This is an optimization exercise on Yosys and OpenROAD, whose aim is small area, not a production implementation. Function was checked by simulation only, so behaviour that the tests miss may differ from the original. Power is estimated from default activity; no workload was simulated.

==> design.v <==
`resetall
`timescale    1ns/100ps
module buft32 (q, d);
input  [31:0]   d;       
output [31:0]   q;       
assign q = d;
endmodule
`resetall
`timescale     1ns/100ps     
module count32 (
                a_clr,      
                s_clr,      
                clk,        
                en,         
                d           
                );
parameter               UDLY   = 1;
input          a_clr;
input          s_clr;
input          clk;
input          en;
output [31:0]  d;
reg    [7:0]   d_h;        
reg    [7:0]   d_l;        
reg            d_l_max;    
assign  d = {16'h0000, d_h, d_l};
always @( posedge clk or posedge a_clr )
    if (a_clr == 1'b1)
        d_l <= 8'h00;
    else if (s_clr)
        d_l <= 8'h00;
    else if (en)
        d_l <= d_l + 8'd1;
always @( posedge clk or posedge a_clr )
    if (a_clr == 1'b1)
        d_l_max <= 1'b0;
    else if (s_clr)
        d_l_max <= 1'b0;
    else if (en)
        d_l_max <= (d_l == 8'hfe);
always @( posedge clk or posedge a_clr )
    if (a_clr == 1'b1)
        d_h <= 8'h00;
    else if (s_clr)
        d_h <= 8'h00;
    else if (en & d_l_max)
        d_h <= d_h + 8'd1;
endmodule
module  cnt32_reg_inst
    (
    clks,
    reset,
    cpu_data_out,
    cpu_addr,
    its_addr,
    cnt_reg_inc,
    cnt_reg_clr
    );
localparam      UDLY         = 1;
parameter       ADDR_WIDTH   = 13;
input                       clks;
input                       reset;
output  [31:0]              cpu_data_out;
input   [(ADDR_WIDTH-1):0]  cpu_addr;
input   [(ADDR_WIDTH-1):0]  its_addr;
input                       cnt_reg_inc;
input                       cnt_reg_clr;
wire                        clks;
wire                        reset;
wire    [(ADDR_WIDTH-1):0]  cpu_addr;
wire    [(ADDR_WIDTH-1):0]  its_addr;
wire                        cnt_reg_inc;
wire                        cnt_reg_clr;
wire    [31:0]              dout;
wire    [31:0]              cpu_data_out;
count32  u_count32
    (
    .a_clr      ( reset         ),
    .s_clr      ( cnt_reg_clr   ),
    .clk        ( clks          ),
    .en         ( cnt_reg_inc   ),
    .d          ( dout          )
    );
buft32 u0_buft32
    (
    .q          ( cpu_data_out  ),
    .d          ( dout[31:0]    )
    );
endmodule
module  ro_reg_inst
    (
    cpu_data_out,
    cpu_addr,
    its_addr,
    din
    );
parameter       VLD_WIDTH   = 32;
parameter       ADDR_WIDTH  = 13;
localparam      UDLY        = 1;
output  [31:0]              cpu_data_out;
input   [(ADDR_WIDTH-1):0]  cpu_addr;
input   [(ADDR_WIDTH-1):0]  its_addr;
input   [(VLD_WIDTH-1):0]   din;
wire    [(ADDR_WIDTH-1):0]  cpu_addr;
wire    [(ADDR_WIDTH-1):0]  its_addr;
wire    [(VLD_WIDTH-1):0]   din;
wire                        addr_hit;
wire    [31:0]              cpu_data_out;
wire    [32:0]              temp_data;
assign  addr_hit    = (cpu_addr == its_addr) ? 1'b1 : 1'b0;
assign  temp_data   = { {(33-VLD_WIDTH){1'b0}},din };
buft32 u_buft32
    (
    .q      ( cpu_data_out      ),
    .d      ( temp_data[31:0]   )
    );
endmodule
module  rw_reg_inst
    (
    clks,
    reset,
    cpu_data_in,
    cpu_data_out,
    cpu_addr,
    cpu_wr,
    its_addr,
    dout
    );
parameter       VLD_WIDTH   = 32;
parameter       ADDR_WIDTH  = 13;
parameter       INIT_DATA   = 16'd0;
localparam      UDLY        = 1;
input                       clks;
input                       reset;
input   [31:0]              cpu_data_in;
output  [31:0]              cpu_data_out;
input   [(ADDR_WIDTH-1):0]  cpu_addr;
input                       cpu_wr;
input   [(ADDR_WIDTH-1):0]  its_addr;
output  [(VLD_WIDTH-1):0]   dout;
wire                        clks;
wire                        reset;
wire    [31:0]              cpu_data_in;
wire    [(ADDR_WIDTH-1):0]  cpu_addr;
wire                        cpu_wr;
wire    [(ADDR_WIDTH-1):0]  its_addr;
wire                        addr_hit;
reg     [(VLD_WIDTH-1):0]   rw_reg;
wire    [31:0]              cpu_data_out;
wire    [(VLD_WIDTH-1):0]   dout;
wire    [32:0]              temp_data;
assign  addr_hit    = (cpu_addr == its_addr) ? 1'b1 : 1'b0;
always @ ( posedge clks or posedge reset )
    if( reset == 1'b1 )
        rw_reg  <= INIT_DATA;
    else if( cpu_wr & addr_hit )
        rw_reg  <= cpu_data_in[(VLD_WIDTH-1):0];
assign  temp_data   = { {(33-VLD_WIDTH){1'b0}},rw_reg };
buft32 u_buft32
    (
    .q      ( cpu_data_out      ),
    .d      ( temp_data[31:0]   )
    );
assign  dout    = rw_reg;
endmodule
module  err_wc_reg_inst
    (
    clk,
    reset,
    cpu_data_out,
    cpu_data_in,
    cpu_addr,
    cpu_wr,
    its_addr,
    err_flag_in
    );
parameter       VLD_WIDTH   = 32;
parameter       ADDR_WIDTH  = 13;
localparam      UDLY        = 1;
input                       clk;
input                       reset;
output  [31:0]              cpu_data_out;
input   [31:0]              cpu_data_in;
input   [(ADDR_WIDTH-1):0]  cpu_addr;
input                       cpu_wr;
input   [(ADDR_WIDTH-1):0]  its_addr;
input   [(VLD_WIDTH-1):0]   err_flag_in;
wire                        clk;
wire                        reset;
wire    [31:0]              cpu_data_out;
wire    [31:0]              cpu_data_in;
wire    [(ADDR_WIDTH-1):0]  cpu_addr;
wire                        cpu_wr;
wire    [(ADDR_WIDTH-1):0]  its_addr;
wire    [(VLD_WIDTH-1):0]   err_flag_in;
wire                        addr_hit;
reg     [(VLD_WIDTH-1):0]   err_reg;
wire    [32:0]              temp_data;
assign  addr_hit    = (cpu_addr == its_addr) ? 1'b1 : 1'b0;
always @ ( posedge clk or posedge reset )
    if( reset == 1'b1 )
        err_reg     <= {VLD_WIDTH{1'b0}};
    else if((cpu_wr == 1'b1 ) & (addr_hit == 1'b1))
        err_reg     <= ((~cpu_data_in) & err_reg) | err_flag_in;
    else
        err_reg     <= err_reg | err_flag_in;
assign  temp_data   = { {(33-VLD_WIDTH){1'b0}},err_reg };
buft32 u_buft32
    (
    .q      ( cpu_data_out      ),
    .d      ( temp_data[31:0]   )
    );
endmodule
`resetall
`timescale 1ns / 100ps
module reg_smt_con #
                  (
                  parameter    A_WTH              =     24                    ,
                  parameter    D_WTH              =     32                    ,
                  parameter    MAX_DDR_NUM        =     4                     ,
                  parameter    DDR_NUM            =     4                     ,
                  parameter    REG_MMU_CONNECT_ID =     12'h001
                  )
                 (
                 input                           clk_sys                     ,
                 input                           rst                         ,
                 input wire [31:0]               tx2ddr_cfifo_stat           ,
                 input wire [31:0]               tx2ddr_dfifo_stat           ,
                 input wire [31:0]               kernel2ddr_cfifo_stat       ,
                 input wire [31:0]               kernel2ddr_dfifo_stat       ,
                 input wire [31:0]               ddr_cfifo_stat              ,
                 input wire [31:0]               ddr_dfifo_stat              ,
                 input wire [31:0]               sel_cfifo_stat              ,
                 input wire [55:0]               fifo_state                  ,
                 input wire [32*MAX_DDR_NUM-1:0] reg_cont_rd_sta             ,
                 input wire [32*MAX_DDR_NUM-1:0] reg_cont_rd_err             ,
                 input wire [3:0]                axi4_s2m_rsp_ok_cnt_en      ,
                 input wire [3:0]                axi4_s2m_rsp_exok_cnt_en    ,
                 input wire [3:0]                axi4_s2m_rsp_slverr_cnt_en  ,
                 input wire [3:0]                axi4_s2m_rsp_decerr_cnt_en  ,
                 input wire [3:0]                tx2ddr_cfifo_cnt_en         ,
                 input wire [3:0]                tx2ddr_dfifo_eop_cnt_en     ,
                 input wire [3:0]                kernel2ddr_cfifo_cnt_en     ,
                 input wire [3:0]                kernel2ddr_dfifo_eop_cnt_en ,
                 input wire [3:0]                ddr2tx_bvalid_cnt_en        ,
                 input wire [3:0]                ddr2kernel_bvalid_cnt_en    ,
                 input wire [3:0]                pkt_fifo_rdata_sop_cnt_en   ,
                 input wire [MAX_DDR_NUM-1:0]    reg_cont_rcmd_en            ,
                 input wire [MAX_DDR_NUM-1:0]    reg_cont_rpkt_en            ,
                 input wire                      reg_axi4_sl_tran_cnt_en     ,
                 input wire                      reg_axi4_sl_frm_cnt_en      ,
                 input wire                      reg_axi4_sl_wr_cnt_en       ,
                 input wire [7:0]                reg_axi4_sl_fsm_state       ,
                 input                            cnt_reg_clr                 ,
                 input        [A_WTH -1:0]        cpu_addr                    ,
                 input        [D_WTH -1:0]        cpu_data_in                 ,
                 output  reg  [D_WTH -1:0]        cpu_data_out_pf             ,
                 input                            cpu_rd                      ,
                 input                            cpu_wr
                 );
wire [6:0] a = cpu_addr[6:0];
reg  [31:0] cfg;
always @(posedge clk_sys)
    if (rst)
        cfg <= 32'h0000_0180;
    else if (cpu_wr && cpu_addr == {REG_MMU_CONNECT_ID, 12'h000})
        cfg <= cpu_data_in;
wire        err_wr = cpu_wr && cpu_addr[23:2] == {REG_MMU_CONNECT_ID, 3'd0, 7'h20};
reg  [31:0] err [0:3];
genvar k;
generate
for (k = 0; k < 4; k = k + 1) begin : g_err
    wire hit = err_wr && cpu_addr[1:0] == k;
    always @(posedge clk_sys)
        if (rst)
            err[k] <= 32'd0;
        else
            err[k] <= (hit ? (~cpu_data_in & err[k]) : err[k]) | reg_cont_rd_err[32*k+31:32*k];
end
endgenerate
wire [54:0] ev = {reg_axi4_sl_wr_cnt_en, reg_axi4_sl_frm_cnt_en, reg_axi4_sl_tran_cnt_en,
                  reg_cont_rpkt_en, reg_cont_rcmd_en, pkt_fifo_rdata_sop_cnt_en,
                  ddr2kernel_bvalid_cnt_en, ddr2tx_bvalid_cnt_en,
                  kernel2ddr_dfifo_eop_cnt_en, kernel2ddr_cfifo_cnt_en,
                  tx2ddr_dfifo_eop_cnt_en, tx2ddr_cfifo_cnt_en,
                  axi4_s2m_rsp_decerr_cnt_en, axi4_s2m_rsp_slverr_cnt_en,
                  axi4_s2m_rsp_exok_cnt_en, axi4_s2m_rsp_ok_cnt_en};
wire        clr = cnt_reg_clr | rst;
wire [15:0] cnt_rd [0:54];
genvar i, b;
generate
for (i = 0; i < 55; i = i + 1) begin : g_cnt
    reg  [15:0] s;
    wire [16:0] c;     
    wire [15:0] d;
    assign c[0] = ev[i];
    for (b = 0; b < 16; b = b + 1) begin : g_b
        if (b % 2 == 0) begin : g_even
            assign c[b+1] = ~(s[b] & c[b]);
            assign d[b]   = (s[b] | c[b]) & c[b+1] & ~clr;
        end else begin : g_odd
            assign c[b+1] = ~(s[b] | c[b]);
            assign d[b]   = (s[b] & c[b]) | c[b+1] | clr;
        end
    end
    always @(posedge clk_sys)
        s <= d;
    assign cnt_rd[i] = s ^ 16'haaaa;
end
endgenerate
wire [31:0] sts [0:10];
assign sts[0]  = {2'b0, fifo_state[27:14], 2'b0, fifo_state[13:0]};
assign sts[1]  = {2'b0, fifo_state[55:42], 2'b0, fifo_state[41:28]};
assign sts[2]  = tx2ddr_cfifo_stat;
assign sts[3]  = tx2ddr_dfifo_stat;
assign sts[4]  = kernel2ddr_cfifo_stat;
assign sts[5]  = kernel2ddr_dfifo_stat;
assign sts[6]  = ddr_cfifo_stat;
assign sts[7]  = ddr_dfifo_stat;
assign sts[8]  = sel_cfifo_stat;
assign sts[9]  = {24'b0, reg_axi4_sl_fsm_state};
assign sts[10] = reg_cont_rd_sta[31:0];
wire        nr = ~rst;
reg  [31:0] cfg_pf, err_pf, sts_pf;
reg  [15:0] cnt_pf;
reg  [15:0] cnt_mux;
reg  [31:0] sts_mux, err_mux;
integer n;
always @* begin
    cnt_mux = 16'd0;
    for (n = 0; n < 55; n = n + 1)
        cnt_mux = cnt_mux | ({16{nr && a == n}} & cnt_rd[n]);
    sts_mux = 32'd0;
    for (n = 0; n < 11; n = n + 1)
        sts_mux = sts_mux | ({32{nr && a == n}} & sts[n]);
    err_mux = 32'd0;
    for (n = 0; n < 4; n = n + 1)
        err_mux = err_mux | ({32{nr && a == n}} & err[n]);
end
always @(posedge clk_sys) begin
    cfg_pf <= {32{nr && a == 7'd0}} & cfg;
    err_pf <= err_mux;
    sts_pf <= sts_mux;
    cnt_pf <= cnt_mux;
end
always @(posedge clk_sys or posedge rst)
    if (rst)
        cpu_data_out_pf <= 32'd0;
    else
        case (cpu_addr[9:7])
            3'd0:    cpu_data_out_pf <= cfg_pf;
            3'd1:    cpu_data_out_pf <= err_pf;
            3'd2:    cpu_data_out_pf <= sts_pf;
            3'd3:    cpu_data_out_pf <= {16'd0, cnt_pf};
            default: cpu_data_out_pf <= 32'd0;
        endcase
endmodule
==> flow/run.sh <==
#!/bin/bash
# Own layout flow: the standard synthesis; flow/gen_netlist.py then keeps
# its flip-flops (names, cells, clock and reset nets) and rebuilds the logic
# feeding them by hand; then the standard layout with buf_1 port buffers
# and a clock tree without dummy loads.
set -euo pipefail
cd "$(dirname "$0")/.."
R=orfs/results/sky130hd/reg_smt_con/base
CTS="-sink_clustering_enable -repair_clock_nets -dont_use_dummy_load -buf_list {sky130_fd_sc_hd__clkbuf_8} -sink_clustering_size 15 -sink_clustering_max_diameter 50"
bash standard.sh synth > synth.log 2>&1
cp $R/1_2_yosys.v $R/1_2_yosys_std.v
python3 flow/gen_netlist.py $R/1_2_yosys_std.v $R/1_2_yosys.v > gen_netlist.log 2>&1
rm -f $R/1_synth.odb $R/1_synth.sdc
bash standard.sh synth > synth_odb.log 2>&1
bash standard.sh "BUFFER_PORTS_ARGS=-buffer_cell sky130_fd_sc_hd__buf_1" "CTS_ARGS=$CTS" finish > layout.log 2>&1
==> flow/gen_netlist.py <==
#!/usr/bin/env python3
"""Rebuild the combinational logic of the synthesized reg_smt_con netlist.

Usage: gen_netlist.py NETLIST_IN NETLIST_OUT

Every flip-flop of bench's standard synthesis is kept (name, cell, clock, reset
and Q net); all other cells are dropped and the logic feeding the flip-flops is
rebuilt by hand from sky130hd cells, implementing the same next-state function
as rtl/reg_smt_con.v:
  * counters g_cnt[i].s (odd bits stored inverted): alternating-polarity carry
    chain, a21oi + o21a on even bits (the clear forces the inverted carry
    out low), o21ai + a21o on odd bits (the clear forces the carry out high);
  * one shared read decode SEL[n] = (cpu_addr[6:0] == n) & ~rst;
  * read multiplexers as a222oi/a22oi (true data) or o22ai (inverted data)
    groups reduced with nand/nor trees;
  * err: d = ~rst & (flag | (err & ~(hit & din))) as nand2 + a21oi + nor2;
  * cfg: mux2i write enable and a synchronous reset gate.
"""
import re
import sys

src = open(sys.argv[1]).read()
m = re.search(r"^module\s+reg_smt_con\b.*?;\n", src, re.S | re.M)
head_end = m.end()
end = src.rindex("endmodule")
body = src[head_end:end]

cell_re = re.compile(r"^\s*(sky130_fd_sc_hd__\w+)\s+(\\\S+|\w+)\s*\((.*?)\);\s*$", re.S)
pin_re = re.compile(r"\.(\w+)\s*\(\s*(.*?)\s*\)\s*(?:,|$)", re.S)
decls = []
flops = {}
for st in re.split(r"(?<=;)\n", body):
    if not st.strip():
        continue
    cm = cell_re.match(st)
    if cm:
        typ, name, pins = cm.group(1), cm.group(2), cm.group(3)
        if "__df" in typ:
            pd = {}
            for pm in pin_re.finditer(pins.strip()):
                pd[pm.group(1)] = pm.group(2).strip()
            flops[name] = [typ, pd]
    elif re.match(r"\s*(input|output)\b", st):
        decls.append(st)

def fmt(n):
    return n + " " if n.startswith("\\") else n

def flop(pattern):
    """Flip-flop whose name (without the $_..._ suffix) is pattern."""
    for name in flops:
        base = name.split("$")[0]
        if base == pattern:
            return name
    raise KeyError(pattern)

cells = []
wires = set()
cnt = [0]

def new(prefix="n"):
    cnt[0] += 1
    w = "%s_%d" % (prefix, cnt[0])
    wires.add(w)
    return w

def cell(typ, pins, out=None, outpin=None):
    cnt[0] += 1
    cells.append(("sky130_fd_sc_hd__" + typ, "g_%d" % cnt[0], pins))

def g(typ, outpin="Y", **pins):
    o = new()
    pins = dict(pins)
    pins[outpin] = o
    cell(typ, pins)
    return o

def inv(a): return g("inv_1", A=a)
def nand2(a, b): return g("nand2_1", A=a, B=b)
def nor2(a, b): return g("nor2_1", A=a, B=b)
def and2(a, b): return g("and2_1", "X", A=a, B=b)
def or2(a, b): return g("or2_1", "X", A=a, B=b)

def reduce_or(terms):
    """terms: list of (net, pol) with pol True for a true-polarity OR term,
    False for an inverted one. Returns a true-polarity net = OR of terms."""
    pos = [n for n, p in terms if p]
    neg = [n for n, p in terms if not p]
    while True:
        if len(pos) + len(neg) == 1:
            if pos:
                return pos[0]
            return inv(neg[0])
        # combine whichever group is larger
        if len(neg) >= len(pos) and len(neg) >= 2 or len(pos) < 2:
            if len(neg) < 2:
                # one neg and one pos left
                return g("nand2b_1", A_N=pos[0], B=neg[0])  # ~(~pos & neg) = pos | ~neg
            grp, neg = neg[:4], neg[4:]
            pos.append(g("nand%d_1" % len(grp), **dict(zip("ABCD", grp))))
        else:
            grp, pos = pos[:4], pos[4:]
            neg.append(g("nor%d_1" % len(grp), **dict(zip("ABCD", grp))))

def and_terms_true(pairs):
    """pairs of (sel, data), true data; returns list of inverted OR terms."""
    out = []
    i = 0
    while i < len(pairs):
        grp = pairs[i:i + 3]
        i += 3
        if len(grp) == 3:
            out.append((g("a222oi_1", A1=grp[0][0], A2=grp[0][1], B1=grp[1][0], B2=grp[1][1],
                          C1=grp[2][0], C2=grp[2][1]), False))
        elif len(grp) == 2:
            out.append((g("a22oi_1", A1=grp[0][0], A2=grp[0][1], B1=grp[1][0], B2=grp[1][1]), False))
        else:
            out.append((nand2(grp[0][0], grp[0][1]), False))
    return out

def and_terms_inv(pairs):
    """pairs of (nsel, ndata) (both inverted); returns list of true OR terms of sel & data."""
    out = []
    i = 0
    while i < len(pairs):
        grp = pairs[i:i + 2]
        i += 2
        if len(grp) == 2:
            out.append((g("o22ai_1", A1=grp[0][0], A2=grp[0][1], B1=grp[1][0], B2=grp[1][1]), True))
        else:
            out.append((nor2(grp[0][0], grp[0][1]), True))
    return out

A = ["cpu_addr[%d]" % i for i in range(24)]
An = {}
def na(i):
    if i not in An:
        An[i] = inv(A[i])
    return An[i]

# ---- reset and clear
nrst = inv("rst")
clr = or2("cnt_reg_clr", "rst")
nclr = nor2("cnt_reg_clr", "rst")

# ---- read decode SEL[n] = (a == n) & ~rst, n = 0..54
lit = lambda i, v: A[i] if v else na(i)
L = []
for j in range(8):
    L.append(g("and3_1", "X", A=lit(0, j & 1), B=lit(1, (j >> 1) & 1), C=lit(2, (j >> 2) & 1)))
P = nor2(A[6], "rst")
H = []
for mm in range(7):
    H.append(g("and4_1", "X", A=lit(3, mm & 1), B=lit(4, (mm >> 1) & 1), C=lit(5, (mm >> 2) & 1), D=P))
NSEL = [nand2(H[n // 8], L[n % 8]) for n in range(55)]
SEL = [and2(H[n // 8], L[n % 8]) for n in range(55)]
def nsel(n):
    return NSEL[n]

def connect_d(name, net):
    flops[name][1]["D"] = net

# ---- counters
EV = ["axi4_s2m_rsp_ok_cnt_en", "axi4_s2m_rsp_exok_cnt_en", "axi4_s2m_rsp_slverr_cnt_en",
      "axi4_s2m_rsp_decerr_cnt_en", "tx2ddr_cfifo_cnt_en", "tx2ddr_dfifo_eop_cnt_en",
      "kernel2ddr_cfifo_cnt_en", "kernel2ddr_dfifo_eop_cnt_en", "ddr2tx_bvalid_cnt_en",
      "ddr2kernel_bvalid_cnt_en", "pkt_fifo_rdata_sop_cnt_en", "reg_cont_rcmd_en",
      "reg_cont_rpkt_en"]
def ev_net(i):
    if i < 52:
        return "%s[%d]" % (EV[i // 4], i % 4)
    return ["reg_axi4_sl_tran_cnt_en", "reg_axi4_sl_frm_cnt_en", "reg_axi4_sl_wr_cnt_en"][i - 52]

S = {}
for i in range(55):
    c = ev_net(i)
    for b in range(16):
        fn = flop("\\g_cnt[%d].s[%d]" % (i, b))
        q = flops[fn][1]["Q"]
        S[(i, b)] = q
        if b % 2 == 0:
            # inverted carry out, forced low by the clear (the next stages
            # are forced by the clear themselves)
            co = g("a21oi_1", A1=q, A2=c, B1=clr)
            d = g("o21a_1", "X", A1=q, A2=c, B1=co)
        else:
            # true carry out, forced high by the clear
            co = g("o21ai_0", A1=q, A2=c, B1=nclr)
            d = g("a21o_1", "X", A1=q, A2=c, B1=co)
        connect_d(fn, d)
        c = co

# ---- counter read: cnt_pf[b] = OR_i SEL[i] & q_i[b]
for b in range(16):
    if b % 2 == 0:
        terms = and_terms_true([(SEL[i], S[(i, b)]) for i in range(55)])
    else:
        terms = and_terms_inv([(nsel(i), S[(i, b)]) for i in range(55)])
    connect_d(flop("\\cnt_pf[%d]" % b), reduce_or(terms))

# ---- status read
def sts_bit(s, b):
    fs = lambda k: "fifo_state[%d]" % k
    if s == 0:
        if b < 14: return fs(b)
        if 16 <= b < 30: return fs(b - 2)
        return None
    if s == 1:
        if b < 14: return fs(28 + b)
        if 16 <= b < 30: return fs(28 + b - 2)
        return None
    names = {2: "tx2ddr_cfifo_stat", 3: "tx2ddr_dfifo_stat", 4: "kernel2ddr_cfifo_stat",
             5: "kernel2ddr_dfifo_stat", 6: "ddr_cfifo_stat", 7: "ddr_dfifo_stat",
             8: "sel_cfifo_stat"}
    if s in names: return "%s[%d]" % (names[s], b)
    if s == 9: return "reg_axi4_sl_fsm_state[%d]" % b if b < 8 else None
    if s == 10: return "reg_cont_rd_sta[%d]" % b
SELS = [and2(H[n // 8], L[n % 8]) for n in range(11)]
for b in range(32):
    pairs = [(SELS[s], sts_bit(s, b)) for s in range(11) if sts_bit(s, b) is not None]
    connect_d(flop("\\sts_pf[%d]" % b), reduce_or(and_terms_true(pairs)))

# ---- err registers and read
Q = lambda n: flops[flop(n)][1]["Q"]
SELE = [and2(H[0], L[n]) for n in range(4)]
ERR = [[Q("\\err[%d][%d]" % (k, b)) for b in range(32)] for k in range(4)]
for b in range(32):
    pairs = [(SELE[k], ERR[k][b]) for k in range(4)]
    connect_d(flop("\\err_pf[%d]" % b), reduce_or(and_terms_true(pairs)))

# write decode: addr[23:13]==0, addr[12]==1, addr[11:8]==0, addr[6:2]==0, cpu_wr
z1 = g("nor4_1", A=A[23], B=A[22], C=A[21], D=A[20])
z2 = g("nor4_1", A=A[19], B=A[18], C=A[17], D=A[16])
z3 = g("nor4_1", A=A[15], B=A[14], C=A[13], D=A[11])
z4 = g("nor4_1", A=A[10], B=A[9], C=A[8], D=A[6])
z5 = g("nor3_1", A=A[5], B=A[4], C=A[3])
zz1 = g("and4_1", "X", A=z1, B=z2, C=z3, D=z4)
zz2 = g("and4_1", "X", A=z5, B=A[2], C=A[12], D="cpu_wr") if False else None
zz2 = g("and4b_1", "X", A_N=A[2], B=z5, C=A[12], D="cpu_wr")
WZ = and2(zz1, zz2)
for k in range(4):
    hit = g("and4_1", "X", A=WZ, B=A[7], C=lit(0, k & 1), D=lit(1, (k >> 1) & 1))
    for b in range(32):
        x = nand2(hit, "cpu_data_in[%d]" % b)
        nd = g("a21oi_1", A1=ERR[k][b], A2=x, B1="reg_cont_rd_err[%d]" % (32 * k + b))
        connect_d(flop("\\err[%d][%d]" % (k, b)), nor2(nd, "rst"))

# ---- cfg
cfg_we = g("and4_1", "X", A=WZ, B=na(7), C=na(0), D=na(1))
CFG = [Q("\\cfg[%d]" % b) for b in range(32)]
SELC = and2(H[0], L[0])
for b in range(32):
    mi = g("mux2i_1", A0=CFG[b], A1="cpu_data_in[%d]" % b, S=cfg_we)
    if (0x180 >> b) & 1:
        connect_d(flop("\\cfg[%d]" % b), nand2(mi, nrst))
    else:
        connect_d(flop("\\cfg[%d]" % b), nor2(mi, "rst"))
    connect_d(flop("\\cfg_pf[%d]" % b), and2(SELC, CFG[b]))

# ---- output register
O = [g("and3_1", "X", A=lit(7, k & 1), B=lit(8, (k >> 1) & 1), C=na(9)) for k in range(4)]
for b in range(32):
    pairs = [(O[0], Q("\\cfg_pf[%d]" % b)), (O[1], Q("\\err_pf[%d]" % b)), (O[2], Q("\\sts_pf[%d]" % b))]
    if b < 16:
        pairs.append((O[3], Q("\\cnt_pf[%d]" % b)))
    connect_d(flop("\\cpu_data_out_pf[%d]" % b), reduce_or(and_terms_true(pairs)))

# async reset / set pins
for name, (typ, pd) in flops.items():
    for p in ("RESET_B", "SET_B"):
        if p in pd:
            pd[p] = nrst

# every new net must have a load
used = set()
for typ, name, pd in cells:
    for p, n in pd.items():
        if p not in ("X", "Y"):
            used.add(n)
for name, (typ, pd) in flops.items():
    used.update(v for p, v in pd.items() if p != "Q")
outs = set(pd.get("X", pd.get("Y")) for typ, name, pd in cells)
assert not (outs - used), sorted(outs - used)[:5]

# every flop D must be rebuilt
for name, (typ, pd) in flops.items():
    assert pd["D"] in wires, name

ports = set()
for st in decls:
    mm = re.match(r"\s*(?:input|output)\s+(?:\[\d+:\d+\]\s*)?(\S+)\s*;", st)
    ports.add(mm.group(1))
for name, (typ, pd) in flops.items():
    qn = pd["Q"]
    if qn.split("[")[0] not in ports:
        wires.add(qn)

out = [src[:head_end]]
for st in decls:
    out.append(st + "\n")
for w in sorted(wires):
    out.append("  wire %s;\n" % fmt(w))
for name, (typ, pd) in flops.items():
    out.append("  %s %s (\n%s\n  );\n" % (typ, fmt(name), ",\n".join("    .%s(%s)" % (p, fmt(n)) for p, n in pd.items())))
for typ, name, pd in cells:
    out.append("  %s %s (\n%s\n  );\n" % (typ, name, ",\n".join("    .%s(%s)" % (p, fmt(n)) for p, n in pd.items())))
out.append(src[end:])
open(sys.argv[2], "w").write("".join(out))
print("gen_netlist: %d flops, %d cells" % (len(flops), len(cells)), file=sys.stderr)
==> standard.sh <==
#!/bin/bash
# synth_recipe.tcl (not shown) runs the flow's synth.tcl, then flattens the netlist and writes it again
# the make line also repeats each setting of config.mk as NAME=value (left out here)
make -C /OpenROAD-flow-scripts/flow DESIGN_CONFIG=/design/flow/config.mk WORK_HOME=/design/flow/orfs CLKGATE_MAP_FILE= SYNTH_SCRIPT=/design/flow/synth_recipe.tcl "${@:-finish}"
==> config.mk <==
export PLATFORM = sky130hd
export DESIGN_NAME = reg_smt_con
export DESIGN_NICKNAME = reg_smt_con
export VERILOG_FILES = /design/flow/design.v
export SDC_FILE = /design/flow/constraint.sdc
export NUM_CORES = 4
export LEC_CHECK = 0
export CAP_MARGIN = 10
export CORE_MARGIN = 2
export CORE_UTILIZATION = 65
export PLACE_DENSITY = 0.8
export SLEW_MARGIN = 10
==> constraint.sdc <==
create_clock -name core_clock -period 5.0 [get_ports {clk_sys}]
set_input_delay 1.0000 -clock core_clock [delete_from_list [all_inputs] [get_ports {clk_sys}]]
set_output_delay 1.0000 -clock core_clock [all_outputs]
set_load 0.01 [all_outputs]
==> reports/qor.txt, run 1 <==
antenna violations before repair = 63
max reg flops = 880
Final nets = 6363
clk latency of the worst-skew pair = 0.76 ns
grt total ovfl = 0
Buf/Inv on CP = 3
crit path kind = primary input to register
Initial Util = 65.6%
DRC = 0
H-tree Lvls = 3
filler instances = 4551
post-detail-place hpwl = 137000 um
Routed WL per cell = 27.2 um
Mapped Cells = 4439
leakage dissipation = 21.1 nW
chip width = 264 um
worst reg2reg path depth = 17
r2r setup slk = 0.98 ns
worst clock skew = 0.0737 ns
CP Cell Sequence = clkbuf_4 > or2_4 > buf_12 > buf_12 > a21oi_1 > o21ai_0 > a21oi_1 > o21ai_0 > a21oi_1 > o21ai_0 > a21oi_1 > o21ai_0 > a21oi_1 > o21ai_0 > a21oi_1 > o21ai_0 > a21oi_1 > o21ai_0 > a21oi_1 > o21ai_0 > a21o_1
Max Cap Viol = 0
Slew HR = 15.0%
CTS buffer count = 105
number of routed nets with antenna violations = 0
hold wc startpoint = err[3][28]
worst-margin pin slew = 1.28 ns
Core Area = 67200 um^2
Post-Syn Nets = 5099
reg-to-reg critical path endpoint = g_cnt[27].s[15]
crit path DAT = 5.39 ns
first-pass GRT wire length = 256000 um
routability cong. = 1.08
CP startpoint kind = primary input
I/O Buffers = 594
Worst Path Required = 5.67 ns
Total GRT Usage = 49.6%
Iteration-0 DRC Markers = 7044
CTS Hold Bufs = 0
CTS clk-pin slew, worst paths = 0.09 ns
First-pass DRT Iterations = 13
minimum clock period = 4.71 ns
Synthesis Warnings = 2
CTS tree = built
CTS sink count = 1184
post-route design area = 53400 um^2
crit-path max cell delay = 0.36 ns
Reg2Reg Launch Point = g_cnt[27].s[0]
die height = 264 um
maximum VDD drop = 0.340 mV
Setup crit end kind = register
share of layout cells above drive strength 1 = 12.1%
Final Hold Vio Count = 0
vias in the first global route = 41900
cell area after synthesis = 44000 um^2
Max Clock Freq = 212 MHz
Worst Hold Class = register to register
syn avg cell area = 9.92 um^2
row cnt = 95
Hold EP = err_pf[28]
Layout Utilization = 79.5%
drt total wl = 180000 um
Area after DPL = 51800 um^2
Die Footprint = 69900 um^2
pin count of the biggest net entering global routing = 81
vias per cell = 6.78
Clock Tree Buf Depth = 3
Vias = 44900
endpoints failing setup = 0
cell family with most CP delay = compound AO/OA/AOI/OAI gates
worst hold stages = 2
crit share post-route = 94.3%
root buffer cell = clkbuf_8
status = timing/DRC/antenna clean
max-slew violation count = 0
P per Cell Area = 320 nW/um^2
I/O pins = 692
Layout area overhead = 21.2%
Power, Total = 0.0171 W
critical path peak fanout = 23
Crit-path slowest cell = or2_4
## cells in the final DEF, fill, tap and decap left out, drive strengths merged, types with 68 or more instances in the layout
cell	instances
nor4	68
and2	104
nand2	309
dfxtp	1152
o22ai	216
a21oi	568
clkbuf	106
a222oi	300
o21a	440
nand4	76
o21ai	440
nor2	176
a21o	440
buf	1156
## worst min-delay path: stages, from the launching register on
cell and delay [ns]:
dfxtp_1 0.31, nand2_1 0.06, nand2_1 0.04
## routing by layer
metal	vias up	track usage, %	wire, um
li1	20000	-	-
met1	21100	58.5	62800
met2	2982	71.0	73200
met3	741	22.7	27900
met4	28	35.8	15600
met5	-	2.77	557
## stage by stage
stage	setup slack [ns]	setup TNS (ns)	instances	hold slack, ns
2_1_floorplan	-4.21	-1825.68	4439	0.410
3_3_place_gp	-0.149	-0.406	6467	0.417
3_5_place_dp	-0.494	-11.27	6467	0.421
4_1_cts	0.190	0	6572	0.426
5_1_grt	-0.00502	-0.00502	6609	0.442
6_report	0.286	0	6625	0.430
## worst max path at each step
stage                     start  depth (start not counted)  slack (ns)         endpoint
after global placement      rst                         20       -0.15  g_cnt[35].s[15]
after floorplan             rst                         17       -4.21  g_cnt[10].s[15]
after CTS                   rst                         20        0.19  g_cnt[34].s[15]
after global routing        rst                         21      -0.005  g_cnt[38].s[15]
after detailed placement    rst                         20       -0.49  g_cnt[35].s[15]
final                       rst                         21        0.29  g_cnt[45].s[15]
## cell type report
class / instances / area [um^2] / share of cell area [%]
Tap cell: 873 / 1090 / 2.05
Antenna cell: 51 / 128 / 0.239
Timing Repair Buffer: 1157 / 6610 / 12.4
Multi-Input combinational cell: 3221 / 20100 / 37.7
Inverter: 34 / 128 / 0.239
Sequential cell: 1184 / 23900 / 44.7
Clock buffer: 105 / 1450 / 2.71
## power by group
group | leakage [nW] | switching [W] | total, W | internal [W]
registers | 9.97 | 0.000398 | 0.0104 | 0.00997
clock network | 0.755 | 0.00302 | 0.00489 | 0.00186
logic | 10.4 | 0.00104 | 0.00184 | 0.000792
## what timing repair did
action,in CTS,in global routing
gates resized for setup,0,29
endpoints found under the setup margin,0,27
buffers inserted,0,2
==> inputs of run 2 (changes only) <==
--- a/config.mk
+++ b/config.mk
@@ -7,6 +7,6 @@
 export LEC_CHECK = 0
-export CAP_MARGIN = 10
+export CAP_MARGIN = 20
 export CORE_MARGIN = 2
-export CORE_UTILIZATION = 65
-export PLACE_DENSITY = 0.8
-export SLEW_MARGIN = 10
+export CORE_UTILIZATION = 55
+export PLACE_DENSITY = 0.7
+export SLEW_MARGIN = 20
==> run 2 against run 1 <==
Critical endpoint is now g_cnt[30].s[15]. Clock power rose by 5.5%. Sequential power barely moved. Routed wire length fell by 2.7%. Synthesized area did not move. Still clean on timing, DRC and antenna. Highest routed layer unchanged. Sequential cell count did not move. Clock skew rose by 0.011 ns. Power rose by 0.79%. Clock-buffer cell count rose by 12. Maximum frequency rose by 4.8%.
==> reports/qor.txt, run 2 <==
Reg2Reg Launch Point = g_cnt[30].s[0]
Slew HR = 16.9% (+1.9 points)
r2r setup slk = 0.93 ns (-0.05 ns)
worst-margin pin slew = 1.25 ns (-0.0287 ns)
post-CTS setup buffer count = 0 (unchanged)
post-detail-place hpwl = 134000 um (-2.2%)
routability cong. = 1.03 (-4.6%)
commonest non-fill, non-tap cell in the layout = dfxtp_1
crit path kind = primary input to register
root buffer cell = clkbuf_8
Post-Syn Nets = 5099 (unchanged)
clk latency of the worst-skew pair = 0.76 ns (about the same)
Clock Tree Buf Depth = 3 (unchanged)
worst clock skew = 0.0843 ns (+0.0107 ns)
CTS sink count = 1184 (unchanged)
antenna violations before repair = 54 (-14%)
P per Cell Area = 325 nW/um^2 (+1.5%)
die height = 287 um (+8.6%)
First-pass DRT Iterations = 14 (+1)
Initial Util = 55.7% (-9.9 points)
Critical Path Sink = g_cnt[30].s[15]
share of layout cells above drive strength 1 = 10.8% (-1.3 points)
Final Hold Vio Count = 0 (unchanged)
Resized cells post-CTS = 0 (unchanged)
chip width = 287 um (+8.6%)
Core Area = 79100 um^2 (+18%)
cell area after synthesis = 44000 um^2 (unchanged)
number of routed nets with antenna violations = 0 (unchanged)
row cnt = 103 (+8.4%)
CTS buffer count = 117 (+11%)
Post-Place Setup Slack = -0.418 ns (+0.0754 ns)
reg-to-reg critical path endpoint = g_cnt[30].s[15]
vias in the first global route = 40200 (-4.2%)
Die Footprint = 82400 um^2 (+18%)
Vias = 42900 (-4.5%)
endpoints failing setup = 0 (unchanged)
status = timing/DRC/antenna clean
CTS tree = built
CTS Hold Bufs = 0 (unchanged)
drt total wl = 175000 um (-2.7%)
grt total ovfl = 0 (unchanged)
Max Clock Freq = 222 MHz (+4.8%)
I/O pins = 692 (unchanged)
Worst Path Required = 5.69 ns (+0.02 ns)
DRC = 0 (unchanged)
Max Cap Viol = 0 (unchanged)
hold wc startpoint = cnt_pf[11]
Routed WL per cell = 26.1 um (-3.9%)
Mapped Cells = 4439 (unchanged)
Total GRT Usage = 40.9% (-8.7 points)
most frequent cells in the layout = dfxtp_1, buf_1, a21oi_1
CP startpoint kind = primary input
Synthesis Warnings = 2 (unchanged)
pin count of the biggest net entering global routing = 83 (+2.5%)
leakage dissipation = 20.8 nW (-1.6%)
non-filler cells, final = 6704 (+1.2%)
Final WS setup = 0.502 ns (+0.216 ns)
CP startpoint = cnt_reg_clr
# placed instances = 6546 (+1.2%)
CTS clk-pin slew, worst paths = 0.09 ns (about the same)
first-pass GRT wire length = 250000 um (-2.4%)
critical path peak fanout = 24 (+4.3%)
Iteration-0 DRC Markers = 5248 (-25%)
vias per cell = 6.40 (-5.6%)
Final nets = 6276 (-1.4%)
crit path DAT = 5.19 ns (-0.20 ns)
I/O Buffers = 594 (unchanged)
worst hold slack = 0.409 ns (-0.0212 ns)
maximum VDD drop = 0.282 mV (-17%)
Setup crit end kind = register
minimum clock period = 4.50 ns (-0.216 ns)
crit share post-route = 90.0% (-4.3 points)
H-tree Lvls = 3 (unchanged)
max reg flops = 880 (unchanged)
Layout area overhead = 20.4%
max-slew violation count = 0 (unchanged)
syn avg cell area = 9.92 um^2 (unchanged)
Worst Hold Class = register to register
worst reg2reg path depth = 17 (unchanged)
run 2: how the worst min path moves through the flow:
stage	to	slack, ns	depth (start not counted)
after floorplan	cpu_data_out_pf[0]	0.41	2
after global placement	cpu_data_out_pf[10]	0.42	2
after detailed placement	cpu_data_out_pf[10]	0.42	2
after CTS	err_pf[22]	0.42	2
after global routing	err_pf[22]	0.45	2
final	cpu_data_out_pf[11]	0.41	2
run 2: final cells by class:
type	count	area [um^2]
Clock buffer	117	1610
Antenna cell	40	100
Fill cell	6596	26100
Inverter	34	128
Tap cell	1050	1310
Timing Repair Buffer	1058	5900
Sequential cell	1184	23900
Multi-Input combinational cell	3221	20100
run 2: metal layers:
metal,up-vias,GRT usage (%),wire (um)
met1,20500,48.6,66200
li1,19800,-,-
met2,2074,63.3,77800
met4,24,28.8,13000
met3,470,12.3,18100
met5,-,0.291,171
run 2: through the flow:
| stage | area (um^2) | utilization [%] | TNS, ns | power, W |
|---|---|---|---|---|
| after floorplan | 44100 | - | -1825.68 | 0.0113 |
| after global placement | 51300 | 64.8 | -0.0350 | 0.0121 |
| after detailed placement | 51300 | 64.8 | -2.95 | 0.0122 |
| after CTS | 52900 | 66.9 | 0 | 0.0172 |
| after global routing | 53000 | 67.0 | -0.00158 | 0.0178 |
| final | 53000 | 67.0 | 0 | 0.0172 |
run 2: power breakdown:
group / switching [W] / internal [W]
clock: 0.00309 / 0.00206
combinational: 0.000967 / 0.000750
sequential: 0.000378 / 0.00997
total: 0.00444 / 0.0128
run 2: critical path, cell delays in order:
cell,delay (ns)
buf_1,0.15
or2_4,0.21
buf_12,0.18
a21oi_1,0.09
o21ai_0,0.31
a21oi_1,0.16
o21ai_0,0.23
a21oi_1,0.13
o21ai_0,0.30
a21oi_1,0.16
o21ai_0,0.31
a21oi_1,0.16
o21ai_0,0.32
a21oi_1,0.16
o21ai_0,0.32
a21oi_1,0.16
o21ai_0,0.35
a21oi_1,0.16
o21ai_0,0.19
a21o_1,0.11

static timing again, ports no longer ideal:
The flow's constraints put no driver on any port. The routed layouts listed below were extracted and timed again, unchanged, in two steps.
Step 1 (the two cells are an assumption about what drives the block):
set clk [get_ports {clk_sys}]
set_driving_cell -lib_cell sky130_fd_sc_hd__clkbuf_16 $clk
set_driving_cell -lib_cell sky130_fd_sc_hd__buf_2 [delete_from_list [all_inputs] $clk]
Step 2 also shifts input and output timing later by t, the mid clock arrival at the registers, as if the neighbouring blocks saw the same clock.
a / b / c = ideal / step 1 / step 2; a / b = the first two.
| run | t (ns) | slack for setup (ns) | latest minus earliest clock arrival (ns) |
|---|---|---|---|
| run 1 | 0.784 | 0.286 / 0.314 / -0.471 | 0.095 / 0.095 |
| run 2 | 0.789 | 0.502 / 0.429 / -0.360 | 0.089 / 0.090 |
With both steps, setup timing fails in run 1 and run 2, where it was met with ideal ports. The setup slack of run 2, which loses most, moves by -0.073 ns with the drivers and by -0.862 ns with both steps.
